Source: an optimization exercise on an open RTL-to-GDS flow (aim: a short achievable clock period and few clock cycles). Production flows keep margins and buffers that such runs may drop.
No functional check of the RTL was part of this run.
Power is estimated from default activity; no workload was simulated.

[run.sh]
#!/bin/bash
# synth_recipe.tcl (not shown) runs the flow's synth.tcl, then flattens the netlist and writes it again
# the make line also repeats each setting of config.mk as NAME=value (left out here)
make -C /OpenROAD-flow-scripts/flow DESIGN_CONFIG=/design/flow/config.mk WORK_HOME=/design/flow/orfs CLKGATE_MAP_FILE= SYNTH_SCRIPT=/design/flow/synth_recipe.tcl finish
[config.mk]
export PLATFORM = sky130hd
export DESIGN_NAME = RISC_V
export DESIGN_NICKNAME = RISC_V
export VERILOG_FILES = /design/flow/design.v
export SDC_FILE = /design/flow/constraint.sdc
export NUM_CORES = 8
export LEC_CHECK = 0
export CAP_MARGIN = 20
export CELL_PAD_IN_SITES_DETAIL_PLACEMENT = 2
export CELL_PAD_IN_SITES_GLOBAL_PLACEMENT = 2
export CORE_MARGIN = 2
export CORE_UTILIZATION = 25
export MIN_ROUTING_LAYER = met2
export PLACE_DENSITY = 0.45
export SLEW_MARGIN = 20
export SYNTH_HIERARCHICAL = 1
[constraint.sdc]
create_clock -name core_clock -period 260.0 [get_ports {clk}]
set_input_delay 52.0000 -clock core_clock [delete_from_list [all_inputs] [get_ports {clk}]]
set_output_delay 52.0000 -clock core_clock [all_outputs]
set_load 0.01 [all_outputs]
[design.v]
module div_rows #(parameter HI = 31, parameter LO = 0) (
    input  [31:0] x,
    input  [31:0] y,
    input  [31:0] rin,       
    output [31:0] rout,      
    output [HI:LO] q
);
    wire [31:0] r [LO:HI+1];
    assign r[HI+1] = rin;
    genvar k;
    generate
        for (k = HI; k >= LO; k = k - 1) begin : row
            localparam W = 32 - k;
            wire [W-1:0] t;
            if (W == 1) begin : t1
                assign t = x[k];
            end else begin : tn
                assign t = {r[k+1][W-2:0], x[k]};
            end
            wire big;
            if (W == 32) begin : b0
                assign big = 1'b0;
            end else begin : bn
                assign big = |y[31:W];
            end
            wire [W:0] d = {1'b0, t} - {1'b0, y[W-1:0]};
            assign q[k] = ~big & ~d[W];
            if (W == 32) begin : o32
                assign r[k] = q[k] ? d[W-1:0] : t;
            end else begin : on
                assign r[k] = {{(32-W){1'b0}}, (q[k] ? d[W-1:0] : t)};
            end
        end
    endgenerate
    assign rout = r[LO];
endmodule
module div_pipe (
    input             clk,
    input             clr,
    input             load,       
    input             go,         
    input  [31:0]     x,
    input  [31:0]     y,
    input  [4:0]      rd,
    input             rem,
    input  [31:0]     kill,       
    output [31:0]     pend,       
    output            we,
    output [4:0]      wrd,
    output [31:0]     wval
);
    localparam NS = 5;
    function integer hi_of(input integer i);
        case (i) 0: hi_of = 31; 1: hi_of = 24; 2: hi_of = 17; 3: hi_of = 11; default: hi_of = 5; endcase
    endfunction
    function integer lo_of(input integer i);
        case (i) 0: lo_of = 25; 1: lo_of = 18; 2: lo_of = 12; 3: lo_of = 6; default: lo_of = 0; endcase
    endfunction
    genvar i;
    generate
        for (i = 0; i < NS; i = i + 1) begin : st
            localparam HI = hi_of(i);
            localparam LO = lo_of(i);
            reg         v;
            reg  [4:0]  r_rd;
            reg         r_rem;
            reg  [31:0] r_x, r_y, r_r;
            reg  [31:0] r_q;             
            wire [31:0] rout;
            wire [HI:LO] q;
            div_rows #(.HI(HI), .LO(LO)) rows (.x(r_x), .y(r_y), .rin(r_r), .rout(rout), .q(q));
            wire [31:0] qn;              
            if (LO == 0) begin : ql
                assign qn = {r_q[31:HI+1], q};
            end else if (HI == 31) begin : qh
                assign qn = {q, {LO{1'b0}}};
            end else begin : qm
                assign qn = {r_q[31:HI+1], q, {LO{1'b0}}};
            end
            if (i == 0) begin : s0
                always @(posedge clk) begin
                    if (clr) v <= 1'b0;
                    else v <= go;
                    if (load) begin
                        r_rd <= rd; r_rem <= rem; r_x <= x; r_y <= y;
                        r_r <= 32'd0; r_q <= 32'd0;
                    end
                end
            end else begin : sn
                always @(posedge clk) begin
                    if (clr) v <= 1'b0;
                    else v <= st[i-1].v & ~kill[st[i-1].r_rd];
                    r_rd <= st[i-1].r_rd; r_rem <= st[i-1].r_rem;
                    r_x <= st[i-1].r_x; r_y <= st[i-1].r_y;
                    r_r <= st[i-1].rout; r_q <= st[i-1].qn;
                end
            end
        end
    endgenerate
    reg [31:0] pm;
    integer k;
    always @(*) begin
        pm = 32'd0;
        for (k = 0; k < 32; k = k + 1) begin
            if (st[0].v & st[0].r_rd == k) pm[k] = 1'b1;
            if (st[1].v & st[1].r_rd == k) pm[k] = 1'b1;
            if (st[2].v & st[2].r_rd == k) pm[k] = 1'b1;
            if (st[3].v & st[3].r_rd == k) pm[k] = 1'b1;
            if (st[4].v & st[4].r_rd == k) pm[k] = 1'b1;
        end
    end
    assign pend = pm;
    assign we   = st[NS-1].v;
    assign wrd  = st[NS-1].r_rd;
    assign wval = st[NS-1].r_rem ? st[NS-1].rout : st[NS-1].qn;
endmodule
module ibank #(parameter LG = 9) (
    input             clk,
    input             clr,
    input             we,
    input  [LG-1:0]   wa,
    input  [31:0]     wd,
    input  [LG-1:0]   ra,
    output [31:0]     rd,
    output            rv
);
    localparam N = 1 << LG;
    reg [N-1:0]  vb;
    reg [32*N-1:0] ent;
    genvar e;
    generate
        for (e = 0; e < N; e = e + 1) begin : en
            always @(posedge clk) begin
                if (we & wa == e) ent[32*e +: 32] <= wd;
            end
        end
    endgenerate
    always @(posedge clk) begin
        if (clr) vb <= {N{1'b0}};
        else if (we) vb[wa] <= 1'b1;
    end
    wire [31:0] lvl [0:2*N-2];
    generate
        for (e = 0; e < N; e = e + 1) begin : lf
            assign lvl[N-1+e] = ent[32*e +: 32];
        end
        for (e = N-2; e >= 0; e = e - 1) begin : nd
            localparam integer D = $clog2(e + 2) - 1;    
            assign lvl[e] = ra[LG-1-D] ? lvl[2*e+2] : lvl[2*e+1];
        end
    endgenerate
    assign rd = lvl[0];
    assign rv = vb[ra];
endmodule
module RISC_V (
    input  clk,
    input  reset,
    input  [31:0] instructions,
    input  [31:0] ram_data_in,
    output [31:0] PC_current,
    output RAM_write, RAM_read,
    output [1:0]  data_type,
    output [31:0] ram_address,
    output [31:0] ram_data_out
);
    localparam W = 3;            
    localparam LGB = 2;          
    localparam NB = 1 << LGB;
    localparam LGE = 10 - LGB;   
    localparam OP_R    = 7'b0110011;
    localparam OP_I    = 7'b0010011;
    localparam OP_LD   = 7'b0000011;
    localparam OP_ST   = 7'b0100011;
    localparam OP_BR   = 7'b1100011;
    localparam OP_JAL  = 7'b1101111;
    localparam OP_JALR = 7'b1100111;
    localparam OP_LUI  = 7'b0110111;
    localparam OP_AUI  = 7'b0010111;
    genvar s, b;
    reg  [9:0]  fpc;
    reg  [31:0] fl_w;
    reg  [9:0]  fl_pc;
    reg         fl_v;
    reg  [9:0]  xpc;
    reg         x_first;
    wire        resteer;
    reg         run;         
    wire        clr = ~run;
    assign PC_current = {20'b0, fpc, 2'b00};
    wire f_jal = instructions[6:0] == OP_JAL;
    wire [9:0] f_tj = fpc + instructions[30:21];
    always @(posedge clk or posedge reset) begin
        if (reset) begin
            fpc <= 10'd0;
            fl_v <= 1'b0;
            run <= 1'b0;
        end else begin
            run <= 1'b1;
            fpc <= resteer ? xpc : f_jal ? f_tj : fpc + 10'd1;
            fl_v <= 1'b1;
        end
    end
    always @(posedge clk) begin
        fl_w <= instructions;
        fl_pc <= fpc;
    end
    wire [31:0] bk_d [0:NB-1];
    wire        bk_v [0:NB-1];
    generate
        for (b = 0; b < NB; b = b + 1) begin : bank
            wire [LGB-1:0] so = b - xpc[LGB-1:0];         
            wire [9:0]     pa = xpc + so;
            ibank #(.LG(LGE)) u (
                .clk(clk), .clr(clr),
                .we(fl_v & fl_pc[LGB-1:0] == b), .wa(fl_pc[9:LGB]), .wd(fl_w),
                .ra(pa[9:LGB]), .rd(bk_d[b]), .rv(bk_v[b]));
        end
    endgenerate
    reg  [31:0] rf [1:31];
    reg         m_rd_en, m_wr_en;
    reg  [31:0] m_addr, m_wdata;
    reg  [1:0]  m_dt;
    reg         m_wb, w_wb, q_wb;    
    reg  [4:0]  m_rd, w_rd, q_rd;
    reg  [31:0] q_data;
    wire [31:0] dv_pend;         
    wire        dv_we;
    wire [4:0]  dv_wrd;
    wire [31:0] dv_val;
    reg  [23:0] cyc, oc;
    reg         mimic;
    assign RAM_read     = m_rd_en;
    assign RAM_write    = m_wr_en;
    assign ram_address  = m_addr;
    assign data_type    = m_dt;
    assign ram_data_out = m_wdata;
    function automatic busy(input [4:0] r);
        busy = (r != 5'd0) & ((m_wb & m_rd == r) | (w_wb & w_rd == r) |
                              dv_pend[r]);
    endfunction
    function automatic [31:0] rfread(input [4:0] r);
        rfread = (r == 5'd0) ? 32'd0 : (q_wb & q_rd == r) ? q_data : rf[r];
    endfunction
    wire [9:0]  spc   [0:W-1];
    wire [31:0] iw    [0:W-1];
    wire        iv    [0:W-1];
    wire [4:0]  s_rd  [0:W-1];
    wire [4:0]  s_rs1 [0:W-1];
    wire [4:0]  s_rs2 [0:W-1];
    wire        s_wrn [0:W-1];     
    wire        s_wra [0:W-1];     
    wire        s_chn [0:W-1];     
    wire        s_mem [0:W-1];
    wire        s_ld  [0:W-1];
    wire        s_st  [0:W-1];
    wire        s_ct  [0:W-1];     
    wire [9:0]  s_tgt [0:W-1];
    wire [31:0] s_res [0:W-1];
    wire [31:0] s_a   [0:W-1];
    wire [31:0] s_b   [0:W-1];     
    wire [31:0] s_br  [0:W-1];     
    wire [31:0] s_adr [0:W-1];
    wire [1:0]  s_dt  [0:W-1];
    wire [2:0]  s_len [0:W-1];
    wire        s_div [0:W-1];
    wire        s_ok  [0:W-1];     
    wire        iss   [0:W-1];
    generate
        for (s = 0; s < W; s = s + 1) begin : sl
            assign spc[s] = xpc + s;
            wire [LGB-1:0] bs = spc[s][LGB-1:0];
            wire fhit = fl_v & fl_pc == spc[s];
            assign iw[s] = fhit ? fl_w : bk_d[bs];
            assign iv[s] = fhit | bk_v[bs];
            wire [31:0] ir = iw[s];
            wire [6:0] op = ir[6:0];
            wire [4:0] rd = ir[11:7];
            wire [2:0] f3 = ir[14:12];
            wire [4:0] rs1 = ir[19:15];
            wire [4:0] rs2 = ir[24:20];
            wire [6:0] f7 = ir[31:25];
            assign s_rd[s] = rd;
            assign s_rs1[s] = rs1;
            assign s_rs2[s] = rs2;
            wire is_r    = op == OP_R;
            wire is_i    = op == OP_I;
            wire is_alu  = is_r | is_i;
            wire is_ld   = op == OP_LD;
            wire is_st   = op == OP_ST;
            wire is_br   = op == OP_BR;
            wire is_jal  = op == OP_JAL;
            wire is_jalr = op == OP_JALR;
            wire is_lui  = op == OP_LUI;
            wire is_aui  = op == OP_AUI;
            wire m7      = f7 == 7'b0000001;
            wire is_mul  = is_alu & m7 & f3 == 3'b000;
            wire is_div  = is_alu & m7 & (f3 == 3'b100 | f3 == 3'b110);
            wire known   = is_alu | is_ld | is_st | is_br | is_jal | is_jalr | is_lui | is_aui;
            wire rd_nz   = rd != 5'd0;
            wire use1    = is_alu | is_ld | is_st | is_br | is_jalr;
            wire use2    = is_r | is_st | is_br | is_jalr;
            wire effects = (s != 0) | ~x_first | is_jal | is_jalr | is_br;
            wire wrn = effects & rd_nz & ((is_alu & ~is_div) | is_lui | is_aui | is_jal | is_jalr);
            assign s_wrn[s] = wrn;
            assign s_wra[s] = effects & rd_nz & (wrn | is_div | is_ld);
            assign s_chn[s] = ~is_mul;
            assign s_ld[s]  = effects & is_ld;
            assign s_st[s]  = effects & is_st;
            assign s_mem[s] = effects & (is_ld | is_st);
            assign s_div[s] = effects & is_div;
            assign s_len[s] = is_ld ? 3'd4 : known ? 3'd3 : 3'd2;
            reg [31:0] a, br;
            reg nr;      
            integer j;
            always @(*) begin
                a = rfread(rs1);
                br = rfread(rs2);
                nr = 1'b0;
                for (j = 0; j < s; j = j + 1) begin
                    if (s_wrn[j] & s_rd[j] == rs1) a = s_res[j];
                    if (s_wrn[j] & s_rd[j] == rs2) br = s_res[j];
                    if (s_wra[j] & (~s_wrn[j] | ~s_chn[j]) & ((use1 & s_rd[j] == rs1) | (use2 & s_rd[j] == rs2)))
                        nr = 1'b1;
                end
            end
            assign s_a[s] = a;
            assign s_br[s] = br;
            wire [31:0] imm_i = {{20{ir[31]}}, ir[31:20]};
            wire [31:0] imm_s = {{20{ir[31]}}, ir[31:25], ir[11:7]};
            wire [31:0] bb = is_r ? br : imm_i;
            assign s_b[s] = bb;
            wire [31:0] add_ab = a + bb;
            wire [31:0] sub_ab = a - bb;
            reg  [31:0] alu;
            always @(*) begin
                case (f3)
                    3'b000: alu = m7 ? a * bb : (f7 == 7'b0100000) ? sub_ab : add_ab;
                    3'b001: alu = a << bb[4:0];
                    3'b010: alu = {31'b0, $signed(a) < $signed(bb)};
                    3'b011: alu = add_ab;
                    3'b100: alu = a ^ bb;
                    3'b101: alu = a >> bb[4:0];
                    3'b110: alu = a | bb;
                    default: alu = a & bb;
                endcase
            end
            wire [31:0] pc_b = {20'b0, spc[s], 2'b00};
            wire [31:0] pc4  = pc_b + 32'd4;
            assign s_res[s] = is_lui ? {ir[31:12], 12'b0} :
                              is_aui ? pc_b :
                              (is_jal | is_jalr) ? pc4 : alu;
            wire [31:0] diff = a - br;
            wire zero = diff == 32'd0;
            reg taken;
            always @(*) begin
                case (f3)
                    3'b001: taken = ~zero;
                    3'b100: taken = diff[31];
                    3'b101: taken = ~diff[31];
                    default: taken = zero;
                endcase
            end
            wire [31:0] ja = (rd_nz & rd == rs1) ? pc4 : a;
            wire [31:0] jb = (rd_nz & rd == rs2) ? pc4 : br;
            wire [31:0] jalr_t = ja + jb;
            assign s_ct[s] = is_jal | is_jalr | (is_br & taken);
            assign s_tgt[s] = is_jalr ? jalr_t[11:2] :
                              is_jal  ? spc[s] + ir[30:21] :
                                        spc[s] + {ir[30:25], ir[11:8]};
            assign s_adr[s] = a + (is_st ? imm_s : imm_i);
            assign s_dt[s] = (f3 == 3'b000) ? 2'b10 : (f3 == 3'b001) ? 2'b01 : 2'b00;
            wire srcbusy = (use1 & busy(rs1)) | (use2 & busy(rs2));
            reg  memtaken, divtaken;
            integer j2;
            always @(*) begin
                memtaken = 1'b0;
                divtaken = 1'b0;
                for (j2 = 0; j2 < s; j2 = j2 + 1) begin
                    memtaken = memtaken | s_mem[j2];
                    divtaken = divtaken | s_div[j2];
                end
            end
            if (s == 0) begin : s0
                assign s_ok[s] = iv[s] & ~srcbusy & ~(mimic & (cyc < oc));
                assign iss[s] = s_ok[s];
            end else begin : sn
                assign s_ok[s] = iv[s] & ~srcbusy & ~nr & ~(s_mem[s] & memtaken) &
                                 ~(s_div[s] & divtaken) & ~mimic & ~x_first;
                assign iss[s] = iss[s-1] & ~s_ct[s-1] & s_ok[s];
            end
        end
    endgenerate
    reg [9:0] xpc_n;
    integer k1;
    always @(*) begin
        xpc_n = xpc;
        for (k1 = 0; k1 < W; k1 = k1 + 1)
            if (iss[k1]) xpc_n = s_ct[k1] ? s_tgt[k1] : xpc + k1 + 1;
    end
    assign resteer = ~iv[0] & (fpc != xpc) & (fpc + 10'd1 != xpc);
    always @(posedge clk) begin
        if (clr) begin
            xpc <= 10'd0;
            x_first <= 1'b1;
        end else begin
            xpc <= xpc_n;
            if (iss[0]) x_first <= 1'b0;
        end
    end
    reg        mq_ld, mq_st, mq_wb;
    reg [31:0] mq_addr, mq_data;
    reg [1:0]  mq_dt;
    reg [4:0]  mq_rd;
    reg [23:0] oc_n;
    reg        kill_m, kill_w;
    integer k;
    always @(*) begin
        mq_ld = 1'b0; mq_st = 1'b0; mq_wb = 1'b0;
        mq_addr = s_adr[0]; mq_data = s_br[0]; mq_dt = s_dt[0]; mq_rd = s_rd[0];
        oc_n = oc;
        kill_m = 1'b0; kill_w = 1'b0;
        for (k = 0; k < W; k = k + 1) begin
            if (iss[k]) begin
                if (s_mem[k]) begin
                    mq_ld = s_ld[k];
                    mq_st = s_st[k];
                    mq_wb = s_ld[k] & s_wra[k];
                    mq_addr = s_adr[k];
                    mq_data = s_br[k];
                    mq_dt = s_dt[k];
                    mq_rd = s_rd[k];
                end else if (s_wra[k] & s_rd[k] == mq_rd) begin
                    mq_wb = 1'b0;
                end
                if (~(k == 0 & x_first)) oc_n = oc_n + s_len[k];
                if (s_wra[k] & s_rd[k] == m_rd) kill_m = 1'b1;
                if (s_wra[k] & s_rd[k] == w_rd) kill_w = 1'b1;
            end
        end
    end
    reg        dv_go, dv_any, dv_rem;
    reg [31:0] dv_x, dv_y;
    reg [4:0]  dv_rd;
    integer k3, k5;
    always @(*) begin
        dv_go = 1'b0; dv_any = 1'b0;
        dv_x = s_a[0]; dv_y = s_b[0]; dv_rd = s_rd[0]; dv_rem = iw[0][13];
        for (k3 = 0; k3 < W; k3 = k3 + 1) begin
            if (iss[k3]) begin
                if (s_div[k3]) begin
                    dv_any = 1'b1;
                    dv_go = s_wra[k3];
                    dv_x = s_a[k3];
                    dv_y = s_b[k3];
                    dv_rd = s_rd[k3];
                    dv_rem = iw[k3][13];
                end else if (s_wra[k3] & s_rd[k3] == dv_rd) begin
                    dv_go = 1'b0;
                end
            end
        end
    end
    reg [31:0] ykill;
    always @(*) begin
        ykill = 32'd0;
        for (k5 = 0; k5 < W; k5 = k5 + 1)
            if (iss[k5] & s_wra[k5]) ykill[s_rd[k5]] = 1'b1;
    end
    div_pipe dvp (
        .clk(clk), .clr(clr), .load(dv_any), .go(dv_go),
        .x(dv_x), .y(dv_y), .rd(dv_rd), .rem(dv_rem), .kill(ykill),
        .pend(dv_pend), .we(dv_we), .wrd(dv_wrd), .wval(dv_val));
    always @(posedge clk) begin
        if (clr) begin
            cyc <= 24'd2;
            oc <= 24'd2;
            mimic <= 1'b0;
            m_rd_en <= 1'b0;
            m_wr_en <= 1'b0;
            m_wb <= 1'b0;
            w_wb <= 1'b0;
            q_wb <= 1'b0;
        end else begin
            if (~&cyc) cyc <= cyc + 24'd1;
            oc <= oc_n;
            if (mq_st & mq_addr == 32'hFFFFFFF0) mimic <= 1'b1;
            m_rd_en <= mq_ld;
            m_wr_en <= mq_st;
            m_wb <= mq_wb;
            w_wb <= m_wb & ~kill_m;
            q_wb <= w_wb & ~kill_w;
        end
    end
    always @(posedge clk) begin
        if (mq_ld | mq_st) begin
            m_addr <= mq_addr;
            m_dt <= mq_dt;
            m_wdata <= mq_data;
        end
        m_rd <= mq_rd;
        w_rd <= m_rd;
        q_rd <= w_rd;
        q_data <= ram_data_in;
    end
    integer r4, j4;
    always @(posedge clk) begin
        if (clr) begin
            for (r4 = 1; r4 < 32; r4 = r4 + 1) rf[r4] <= 32'd0;
        end else begin
            for (r4 = 1; r4 < 32; r4 = r4 + 1) begin
                if (q_wb & q_rd == r4) rf[r4] <= q_data;
                if (dv_we & dv_wrd == r4) rf[r4] <= dv_val;
                for (j4 = 0; j4 < W; j4 = j4 + 1)
                    if (iss[j4] & s_wrn[j4] & s_rd[j4] == r4) rf[r4] <= s_res[j4];
            end
        end
    end
endmodule
==> results.cfg <==
[status]
status = stopped before the end
lastStage = 5_1_grt
error = [ERROR GRT-0116] Global routing finished with congestion. Check the congestion regions in the DRC Viewer.

[placement]
final_weighted_congestion_in_routability_driven_placement = 1.29
placed_wire_length_estimate_after_detailed_placement_mm = 7440
preCtsSetupSlack_ns = 204.42
port_buffers = 143

[clock_network]
ctsLongestPathBuffers = 9
cts_setup_buffers = 0
post_cts_hold_buffer_count = 0
number_of_resized_instances_in_the_post_cts_repair_step = 0
root_buffer = sky130_fd_sc_hd__clkbuf_16
htreeDepth = 9
cts-buffers-inserted = 4628

[grt]
grt_start_max_net_pins = 223
grt_usage_pct = 53.2
via_count_of_the_first_global_routing_pass = 1670000
grt.overflow.total = 74
grt_first_pass_wirelength_mm = 14500

[logic_synthesis]
synth_warnings = 48
post_synth_instance_area_um2 = 1570000
synthCells = 101000
synth.avg_cell_area_um2 = 15.5

[floorplan]
core.rowCount = 921
die_w_mm = 2.51
floorplan.initialDensity_pct = 25.0
boundary_pin_count = 166
die_h_mm = 2.51
==> worst max-delay path by stage <==
| stage | start | to | slack, ns | depth (start not counted) |
|---|---|---|---|---|
| 4_1_cts | fpc[3] | PC_current[5] | 204.09 | 1 |
| 3_3_place_gp | instructions[22] | fpc[9] | 203.89 | 15 |
| 3_5_place_dp | instructions[22] | fpc[9] | 204.42 | 15 |
| 2_1_floorplan | instructions[22] | fpc[9] | 205.92 | 14 |
==> layer usage <==
| layer | global-route usage, % | overflow |
|---|---|---|
| met5 | 32.2 | 1 |
| met4 | 28.0 | 72 |
| met3 | 64.1 | 1 |
| met2 | 58.7 | 0 |
| met1 | - | - |
==> power by group through the flow <==
stage / registers, mW / logic [mW] / clock network [mW]
after floorplan: 6.50 / 6.38 / 0
after CTS: 6.28 / 14.8 / 6.22
after detailed placement: 6.39 / 14.7 / 0
after global placement: 6.39 / 14.8 / 0
==> stage by stage <==
stage,cell area [um^2],instances
after global placement,1730000,186000
after CTS,1870000,193000
after detailed placement,1730000,186000
after floorplan,1570000,101000
